From an optimization exercise on the open Yosys and OpenROAD flow, aimed at small area, a short achievable clock period and few clock cycles; shortcuts taken in it are not production practice. Where RTL was checked, it was by simulation tests only, not by an equivalence proof against the original. Power is estimated from default activity; no workload was simulated.

// stack_machine
module stack_machine (
    clk,
    rst,
    start,
    ready,
    x_input,
    y_output,
    skip_pixel,
    output_queue_index,
    output_queue_get,
    output_queue_length,
    output_queue_data_out,
    output_queue_ready
);
input clk;
input rst;
input      start;
output     ready;
input      [9:0] x_input;
output     [8:0] y_output;
output           skip_pixel;
output     [5:0]  output_queue_index;
output reg        output_queue_get;
input      [6:0]  output_queue_length;
input      [19:0] output_queue_data_out;
input             output_queue_ready;
localparam NS = 10;               
localparam [18:0] VMAX = 19'h3ffff;
localparam [18:0] VMIN = 19'h40000;
localparam [4:0] ST_IDLE  = 5'd0,
                 ST_RUN   = 4'd1,
                 ST_FIN   = 4'd2,
                 ST_SINIT = 4'd3,
                 ST_TSCAN = 4'd4,
                 ST_ROOTS = 4'd5,
                 ST_DN    = 4'd6,
                 ST_FS1   = 4'd7,
                 ST_FS2   = 4'd8,
                 ST_UPB   = 4'd9,
                 ST_UPS   = 4'd10,
                 ST_FS3   = 4'd11,
                 ST_SWAP  = 4'd12,
                 ST_OPX   = 4'd13,
                 ST_OPW   = 4'd14,
                 ST_ROOT  = 4'd15,
                 ST_DEC   = 5'd16,
                 ST_DEC3  = 5'd17,
                 ST_UPA   = 5'd18;
localparam [1:0] U_MUL = 2'd0, U_POW = 2'd1, U_DIV = 2'd2;
reg  [4:0]  state;
reg         rdy;
reg  [18:0] S [0:NS-1];
reg  [3:0]  dp;                   
reg  [6:0]  c;                    
reg         pend;                 
reg         rv;                   
reg         u_busy;
reg  [1:0]  u_kind;
reg  [3:0]  u_cnt;
reg         u_wb;                 
reg  [10:0] pw;                   
  ...
make LEC_CHECK=0 CAP_MARGIN=20 CORE_MARGIN=2 CORE_UTILIZATION=40 SETUP_SLACK_MARGIN=1.5 SLEW_MARGIN=20 finish   # period 7.0 ns
run.sh (not shown) runs the stock make flow with config.mk's settings and CLKGATE_MAP_FILE= SYNTH_SCRIPT=/design/flow/synth_recipe.tcl, a recipe that flattens the netlist after the stock synthesis.
==> next run, changes <==
--- a/flow/design.v
+++ b/flow/design.v
@@ -598,20 +598,22 @@
 wire [8:0] cmp_d = {2'b0, cmp_a} + {2'b0, f} - {1'b0, cmp_c, 1'b0} - ((state == ST_UPS) ? 9'd2 : 9'd0);
 wire       cmp_le = cmp_d[8] | (cmp_d == 9'd0);
 wire       cmp_ge = ~cmp_d[8];
 reg  [4:0]  state_n;
 reg  [6:0]  f;                    
 reg         s0sm;                 
 reg         s0pw;                 
 wire st_run = (state == ST_RUN);
-wire wb     = u_busy & u_wb;                                    
+wire psat     = m_hi | m_lo;
+wire byps_fin = u_busy & ~u_wb & byp & psat;
+wire wb     = (u_busy & u_wb) | byps_fin;                        
 wire exo    = st_run & pend & wb & ~it_op;                       
 wire wb_pop = wb & ~exo;
-wire byps   = u_busy & ~u_wb & byp;                              
+wire byps   = u_busy & ~u_wb & byp & ~psat;                      
 wire divs   = u_busy & ~u_wb & ~byp & (u_kind == U_DIV);         
 wire dz     = divs & (u_cnt == 4'd0) & (S0 == 19'd0);            
 wire wbnext = u_busy & ~u_wb &
               ((u_kind == U_DIV) ? (u_cnt == 4'd8) : (u_cnt[0] & ~(u_kind == U_POW && pw > 11'd2)));
 wire exr    = st_run & pend & ~u_busy;                           
 wire ex     = exr | ((state == ST_DN) & rv & ~it_op) | ((state == ST_OPX) & rv);
 wire dpfull = (dp == NS);
 wire dplow  = (dp < 4'd2);
@@ -630,30 +632,31 @@
 wire fin_dr = (state == ST_FIN) & (dp > 4'd1);
 wire rt_dr  = (state == ST_ROOT) & (sq != 7'd0);
 wire swp    = (state == ST_SWAP);
 wire up     = o_add | o_sub | o_p0 | o_pd | wb_pop | fin_dr | rt_dr;    
 wire s0cpy  = o_pd | o_pc | fin_dr | rt_dr | swp;                       
 wire ustart = o_mul | o_div | o_pc;
 wire [1:0] ustart_kind = o_div ? U_DIV : o_pc ? U_POW : U_MUL;
 wire ex_done = e_push | o_add | o_sub | o_p0 | o_pd;
-wire [18:0] res_u = (u_kind == U_DIV) ? r_div :
+wire [18:0] res_u = byps_fin ? ((m_hi ^ (S1[18] & ~pw[0])) ? VMAX : VMIN) :
+                    (u_kind == U_DIV) ? r_div :
                     (u_kind == U_POW && pw[10:1] == 10'd0) ? (pw[0] ? S0 : 19'd256) : r_mul;
 wire s0chg = e_push | exo | o_add | o_sub | o_p0 | s0cpy | o_div | wb_pop | byps;
 always @(*) begin
     state_n = state;
     if (dz)         state_n = ST_IDLE;
     else if (ovf)   state_n = ST_SINIT;
     else if (e_und) state_n = ST_IDLE;
 end
-wire u_busy_n = ustart | (u_busy & ~dz & ~u_wb);
+wire u_busy_n = ustart | (u_busy & ~dz & ~u_wb & ~byps_fin);
 integer k;
 wire [18:0] s1b = (e_push | swp) ? S0 : up ? S[2] : exo ? res_u : o_div ? {aS1[9:0], 9'd0} : S1;
 wire nxt_hi = ustart ? ((o_mul & ~s0pw) | (o_pc & s0pw)) :
-              (u_busy & ~u_wb & (u_kind != U_DIV) & ~u_cnt[0] & ~(byp & (m_hi | m_lo)));
+              (u_busy & ~u_wb & (u_kind != U_DIV) & ~u_cnt[0] & ~(byp & psat));
 always @(posedge clk) begin
     if (e_push | exo)       S[0] <= pv;
     else if (o_add)         S[0] <= r_add;
     else if (o_sub)         S[0] <= r_sub;
     else if (o_p0)          S[0] <= 19'd256;
     else if (s0cpy)         S[0] <= S1;
     else if (o_div)         S[0] <= aS0;
     else if (wb_pop | byps) S[0] <= res_u;
@@ -701,17 +704,17 @@
         if (u_wb) begin
             u_wb  <= 1'b0;
             u_cnt <= 4'd0;
         end else if (u_kind == U_DIV) begin
             if (u_cnt == 4'd0) dovf <= (rem >= S0);
             u_cnt <= dz ? 4'd0 : u_cnt + 4'd1;
             if (u_cnt == 4'd8) u_wb <= 1'b1;
         end else if (!u_cnt[0]) begin
-            if (!(byp && (m_hi || m_lo))) begin
+            if (!byps_fin) begin
                 ml    <= msum[9:8];
                 u_cnt <= 4'd1;
             end
             byp   <= 1'b0;
         end else begin
             u_cnt <= 4'd0;
             if (u_kind == U_POW && pw > 11'd2) begin
                 byp <= 1'b1;
=>
- die area came out higher by 0.36%
- clock power came out lower by about 3%
- worst setup slack improved by 0.21 ns
- utilization came out higher by 0.29 points
- combinational power came out higher by 43%
- sequential power came out higher by 9.8%
- first-iteration DRC count came out higher by 9.1%
- synthesized area came out higher by 0.36%
- cell area came out higher by 0.80%
- non-clock buffer count came out higher by 18
- total power came out higher by 31%
- global-route usage came out higher by 1.3 points
- count of clock-buffer cells in the layout stays the same
- wire length came out higher by 5.0%
Testbench counts after the change, summed over its fixed seeds: cycles 45,597.
Only the layout flow was run in the first run of this note; the RTL was not checked for function there.

port drivers added, routing unchanged:
The flow's constraints put no driver on any port. The routed layouts listed below were extracted and timed again, unchanged, in two steps. Step 1 assumes that a clkbuf_16 drives the clock port and a buf_2 every other input. Step 2 adds t to the input delays and takes it off the output delays; t is the mean of the earliest and latest rising clock arrival at the registers after step 1. Input paths then give back, and output paths get back, about the clock's delay inside the block. Three values: no drivers, after step 1, after step 2; two values: the first two.
run | shift t [ns] | slack for setup (ns) | hold WS [ns] | slew at the worst register clock pin (ns)
the first run | 0.661 | 1.246 / 1.181 / 1.093 | 0.442 / 0.442 / 0.442 | 0.08 / 0.08
the second run | 0.631 | 1.456 / 1.456 / 1.168 | 0.448 / 0.448 / 0.448 | 0.07 / 0.07
After both steps setup and hold are still met in every run listed. For the second run, which loses most, drivers alone change the setup slack by 0.000 ns; drivers and shift together by -0.288 ns.
